This is an optimization exercise on Yosys and OpenROAD, whose aim is small area, a short achievable clock period and few clock cycles, not a production implementation.
In this exercise RTL edits were held to simulation tests only and were not proved equivalent to the original.
Power figures rest on the tool's default switching activity, not on a simulated workload.

## red
## potato_cpu
module potato_cpu(input clk, input rst_n, input [7:0] start_pc,
      input [15:0] mem_rdata,
      output [7:0] mem_addr, output mem_we, output [15:0] mem_wdata,
      output halted, output [15:0] out);
Size in the first run: roughly 1000 cells after synthesis, roughly 220 flip-flops, roughly 68 I/O pins, about 11000 um^2 of cells after synthesis.
Settings: LEC_CHECK=0, CAP_MARGIN=20, CORE_MARGIN=2, CORE_UTILIZATION=45, CTS_BUF_LIST=sky130_fd_sc_hd__clkbuf_8, CTS_CLUSTER_DIAMETER=200, CTS_CLUSTER_SIZE=14, SETUP_SLACK_MARGIN=1.5, SLEW_MARGIN=20; clock period 5.5 ns.
standard.sh (not shown) runs the stock make flow with config.mk's settings and CLKGATE_MAP_FILE= SYNTH_SCRIPT=/design/flow/synth_recipe.tcl, a recipe that flattens the netlist after the stock synthesis.
==> flow/flow/run.sh <==
#!/bin/bash
# Own layout flow: the standard ORFS flow, with the I/O port buffers made
# from plain buffers (sky130_fd_sc_hd__buf_2) instead of delay cells, and the
# resizer free to change a cell's footprint. Everything else is standard.
set -euo pipefail
cd "$(dirname "$0")/.."
bash standard.sh MATCH_CELL_FOOTPRINT=0 "BUFFER_PORTS_ARGS=-buffer_cell sky130_fd_sc_hd__buf_2" finish > flow_make.log 2>&1
red did not stop at any stage, and its layout met the timing, DRC and antenna checks.
Testbench counts of red, summed over its fixed seeds: cycles 17,907.
Edits applied to the flow inputs when going from red to blue:
--- a/flow/config.mk
+++ b/flow/config.mk
@@ -8,8 +8,8 @@
 export CAP_MARGIN = 20
 export CORE_MARGIN = 2
-export CORE_UTILIZATION = 45
-export CTS_BUF_LIST = sky130_fd_sc_hd__clkbuf_8
+export CORE_UTILIZATION = 55
+export CTS_BUF_LIST = sky130_fd_sc_hd__clkbuf_16
 export CTS_CLUSTER_DIAMETER = 200
-export CTS_CLUSTER_SIZE = 14
-export SETUP_SLACK_MARGIN = 1.5
+export CTS_CLUSTER_SIZE = 24
+export SETUP_SLACK_MARGIN = 1.7
 export SLEW_MARGIN = 20
==> run notes <==
- In summary, blue completed successfully, with a layout that passed the timing, DRC and antenna checks.
- [blue] cell count after placement fell about 4% relative to red
- Delta(final critical delay including setup and external delays, blue - red) > 0
- Utilization red -> blue: up
- Combinational power: blue vs red up about 5%
- Post-cts gate resize count, blue and red, lower one = red.
## Diff of input files: green against blue
--- a/flow/config.mk
+++ b/flow/config.mk
@@ -6,10 +6,8 @@
 export NUM_CORES = 4
 export LEC_CHECK = 0
+export ABC_AREA = 1
 export CAP_MARGIN = 20
 export CORE_MARGIN = 2
 export CORE_UTILIZATION = 55
-export CTS_BUF_LIST = sky130_fd_sc_hd__clkbuf_16
-export CTS_CLUSTER_DIAMETER = 200
-export CTS_CLUSTER_SIZE = 24
-export SETUP_SLACK_MARGIN = 1.7
+export SETUP_SLACK_MARGIN = 1.0
 export SLEW_MARGIN = 20
[summary]
Total power: green above blue
Relative to blue, the via count of the first global-routing pass of green is higher by 15%.
Comparing green and blue, largest fanout on the critical path is lower on blue.
From blue to green the numbers moved as follows: power density over cell area grew by 100 nW/um^2; routed wire length grew by 2300 um.

* * *

v53:
The RTL this note starts from:
==> flow/design.v <==
module pfx_add #(parameter W = 16) (input [W-1:0] a, input [W-1:0] b, output [W-1:0] s);
  reg [W-1:0] g, p;
  integer l, i, k;
  always @* begin
    g = a & b;
    p = a ^ b;
    for (l = 1; l < W; l = l * 2)
      for (i = 0; i < W; i = i + 1)
        if (i & l) begin
          k = (i & ~(l - 1)) - 1;
          g[i] = g[i] | (p[i] & g[k]);
          p[i] = p[i] & p[k];
        end
  end
  assign s = (a ^ b) ^ {g[W-2:0], 1'b0};
endmodule
module potato_cpu(input clk, input rst_n, input [7:0] start_pc,
      input [15:0] mem_rdata,
      output [7:0] mem_addr, output mem_we, output [15:0] mem_wdata,
      output halted, output [15:0] out);
  reg [127:0] R;         
  reg [15:0] ir;         
  reg        iv;         
  reg        fv;         
  reg [7:0]  nf;         
  reg [7:0]  lf;         
  reg        rf;         
  reg        ldp;        
  reg [2:0]  ldr;        
  reg [7:0]  ea;         
  reg        eok;        
  reg [15:0] outr;       
  reg [7:0]  sa;         
  reg [7:0]  sb;         
  reg        s_n, s_l, s_r, s_a;    
  reg        f_mem;      
  reg        f_ldr;      
  reg        f_halt;     
  reg        f_add;      
  reg        f_sum;      
  wire is_alu   = ir[15] & ~ir[14] & ir[13];          
  wire is_mov   = ir[15] & ir[14] & ~ir[13];          
  wire is_movim = is_mov & ir[12];
  wire is_cmp   = is_alu & ~ir[12] & ir[11];
  wire is_and   = is_alu & ir[12] & ~ir[11];
  wire is_mvn   = is_alu & ir[12] & ir[11];
  wire halt    = iv & f_halt;
  wire ready   = iv & ~ldp;
  wire stall   = ready & f_mem & ~eok;
  wire exec    = ready & ~stall;
  wire use_ea  = ready & f_mem & eok;
  wire load_ir = ~ldp & ~halt & ~stall;
  reg [15:0] a, b;
  integer j;
  always @* begin
    a = 16'd0;
    b = 16'd0;
    for (j = 0; j < 8; j = j + 1) begin
      a = a | ({16{sa[j]}} & R[16*j +: 16]);
      b = b | ({16{sb[j]}} & R[16*j +: 16]);
    end
  end
  wire [15:0] bb = ({16{s_n}} & b) | ({16{s_l}} & {b[14:0], 1'b0})
                 | ({16{s_r}} & {s_a & b[15], b[15:1]})
                 | ({16{f_ldr}} & {{11{ir[4]}}, ir[4:0]});
  wire [15:0] sum;
  pfx_add #(16) add16(.a(a), .b(bb), .s(sum));
  wire [15:0] lres = is_and ? (a & bb) : (is_mvn ? ~bb : bb);    
  wire [15:0] res  = f_sum ? sum : lres;
  wire        wr_ex = exec & ((is_alu & ~is_cmp) | is_mov);
  wire        wen   = ldp | wr_ex;
  wire [2:0]  wa    = ldp ? ldr : (is_movim ? ir[10:8] : ir[7:5]);
  wire [15:0] wde   = ldp ? mem_rdata : {{8{ir[7]}}, ir[7:0]};
  wire        wsum  = ~ldp & f_add;
  wire [15:0] wd    = wsum ? sum : ((ldp | is_movim) ? wde : lres);
  genvar gi;
  generate for (gi = 0; gi < 8; gi = gi + 1) begin : rfw
    always @(posedge clk) if (wen && wa == gi) R[16*gi +: 16] <= wd;
  end endgenerate
  wire out_en = exec & ((is_alu & ~is_cmp) | (is_mov & ~ir[12]) | f_mem);
  always @(posedge clk) if (out_en) outr <= res;
  wire [15:0] nir = load_ir ? mem_rdata : ir;
  wire        n_ldr = ~nir[15];
  wire        n_str = nir[15] & ~nir[14] & ~nir[13];
  wire        n_sh  = nir[15] & (nir[14] ^ nir[13]);   
  wire [2:0]  n_rb  = n_str ? nir[7:5] : nir[2:0];
  wire [15:0] c;
  assign c = R[16*nir[10:8] +: 16];
  wire        wr_erl = ldp | (exec & is_movim);      
  wire [7:0]  eab = (wr_erl & (wa == nir[10:8])) ? wde[7:0] : c[7:0];
  wire [7:0]  ea_n;
  pfx_add #(8) add8(.a(eab), .b({{3{nir[4]}}, nir[4:0]}), .s(ea_n));
  wire hazard  = use_ea & ~f_ldr & fv & (ea == lf);
  wire refetch = rf | (stall & fv);
  assign mem_addr  = ~rst_n ? start_pc : (use_ea ? ea : (refetch ? lf : nf));
  assign mem_we    = use_ea & ~f_ldr;
  assign mem_wdata = b;
  always @(posedge clk) begin
    if (~rst_n) begin
      nf  <= start_pc + 8'd1;
      lf  <= start_pc;
      rf  <= 1'b0;
      fv  <= 1'b1;
      iv  <= 1'b0;
      ldp <= 1'b0;
    end else begin
      if (~use_ea & ~refetch) begin
        lf <= nf;
        nf <= nf + 8'd1;
      end
      rf  <= hazard;
      fv  <= ~use_ea;
      ldp <= use_ea & f_ldr;
      if (load_ir) iv <= fv & ~hazard;
    end
    ldr <= ir[7:5];
    if (load_ir) ir <= mem_rdata;
    sa     <= 8'd1 << nir[10:8];
    sb     <= 8'd1 << n_rb;
    s_n    <= ~n_ldr & ~(n_sh & (nir[4] | nir[3]));
    s_l    <= n_sh & ~nir[4] & nir[3];
    s_r    <= n_sh & nir[4];
    s_a    <= nir[3];
    f_mem  <= n_ldr | n_str;
    f_ldr  <= n_ldr;
    f_halt <= nir[15] & nir[14] & nir[13];
    f_add  <= nir[15] & ~nir[14] & nir[13] & ~nir[12] & ~nir[11];
    f_sum  <= n_ldr | (nir[15] & ~nir[14] & nir[13] & ~nir[12] & ~nir[11]);
    ea     <= ea_n;
    eok    <= ~(wen & ~wr_erl & (wa == nir[10:8]));
  end
  assign halted = halt;
  assign out = outr;
endmodule
Settings: LEC_CHECK=0, CAP_MARGIN=20, CORE_MARGIN=2, CORE_UTILIZATION=55, SETUP_SLACK_MARGIN=1.7, SLEW_MARGIN=20; clock period 5.5 ns.
Scripts as last shown in full above: flow/flow/run.sh
v53 reached the end of the flow, and the finished layout is clean on the timing, DRC and antenna checks.
Testbench counts of v53, summed over its fixed seeds: cycles 17,907.
Input changes introduced in v17 (baseline for comparison: v53):
Settings: putting CTS_CLUSTER_SIZE at 14 where nothing was set; swapping 1.7 for 1.6 in SETUP_SLACK_MARGIN; putting CTS_CLUSTER_DIAMETER at 200 where nothing was set; swapping 55 for 50 in CORE_UTILIZATION; putting CTS_BUF_LIST at sky130_fd_sc_hd__clkbuf_8 where nothing was set.
==> run notes <==
After detailed routing, v53 needs less wire than v17. As far as number of distinct library cells after synthesis goes, v53 and v17 are indistinguishable; the numbers are identical. As of v17, via count had fallen slightly compared to v53. Diff v17 and v53: count of clock-buffer cells in the layout higher in v53. In v17 the average routed wire per standard cell turned out about 1.9% higher than in v53. On post-layout worst setup margin: between v17 and v53, it ends up higher for v17. Side by side, total non-filler cell area in the finished layout turned out lower in v17 than in v53. The more densely filled core belongs to v53, not v17. Remaining max-slew budget at the tightest pin in v17 vs v53: up 5.8 points.
What v26 does differently from v17 at the input level:
Settings: a change of CTS_CLUSTER_SIZE from 14 to 30; a change of CORE_UTILIZATION from 50 to 55; a deleted CTS_CLUSTER_DIAMETER that had been 200; a change of SETUP_SLACK_MARGIN from 1.6 to 1.5.
==> comparison <==
v26: all stages complete, timing, DRC and antenna checks passed. Sequential share of layout area came out lower on v26 than on v17. The post-synthesis to final-layout area growth of v26 exceeds that of v17 by 2.6 points. v26 reports its worst setup path startpoint as ldp$_SDFF_PN0_ while v17 reports R[36]$_DFFE_PP_. Looking at final critical-path share of the clock period, v26 sits 1.0 points above v17. v17 -> v26: power density of the placed cells increased by more than 10%.
## Diff of input files: v29 against v26
Settings: SETUP_SLACK_MARGIN now 1.4, was 1.5; CTS_CLUSTER_DIAMETER now 200, previously not set; CTS_BUF_LIST now sky130_fd_sc_hd__clkbuf_16, was sky130_fd_sc_hd__clkbuf_8; CTS_CLUSTER_SIZE now 24, was 30; CORE_UTILIZATION now 50, was 55.
### Flow results
Clock tree cell share of total cell area: v29 lower than v26. Comparing the two runs side by side, v29 comes out behind v26 on total half-perimeter wirelength after legalization and detailed placement. v26 has lower maximum cell stage delay along the critical path than v29. Lower number of H-tree levels goes to v29 over v26. Clock skew down 0.019 ns in v29 wrt v26.

-- separate check: timing with driven ports --
Ports are ideal in the flow. The routed layouts listed here were re-timed in OpenROAD.
Step 1, drivers: a clkbuf_16 drives clk and a buf_2 each remaining input, both assumed.
Step 2, shift: input delay + t, output delay - t, t = (earliest + latest rising clock arrival at the registers) / 2. This alone moves slack from input paths to output paths.
Slacks: ideal ports / drivers / drivers and shift; pairs: ideal ports / drivers.
run	shift t [ns]	setup slack, ns	worst data-port slew with drivers (ns)
red	0.589	1.558 / 1.558 / 1.257	0.05
blue	0.524	1.462 / 1.462 / 1.439	0.03
green	0.585	1.310 / 1.310 / 1.080	0.03
v53	0.571	1.518 / 1.518 / 1.295	0.03
v17	0.605	1.616 / 1.616 / 1.177	0.05
v26	0.589	1.560 / 1.560 / 1.179	0.04
v29	0.531	1.489 / 1.489 / 1.274	0.05
After both steps every run listed still meets setup and hold. For v17, which loses most, drivers alone change the setup slack by 0.000 ns; drivers and shift together by -0.439 ns.
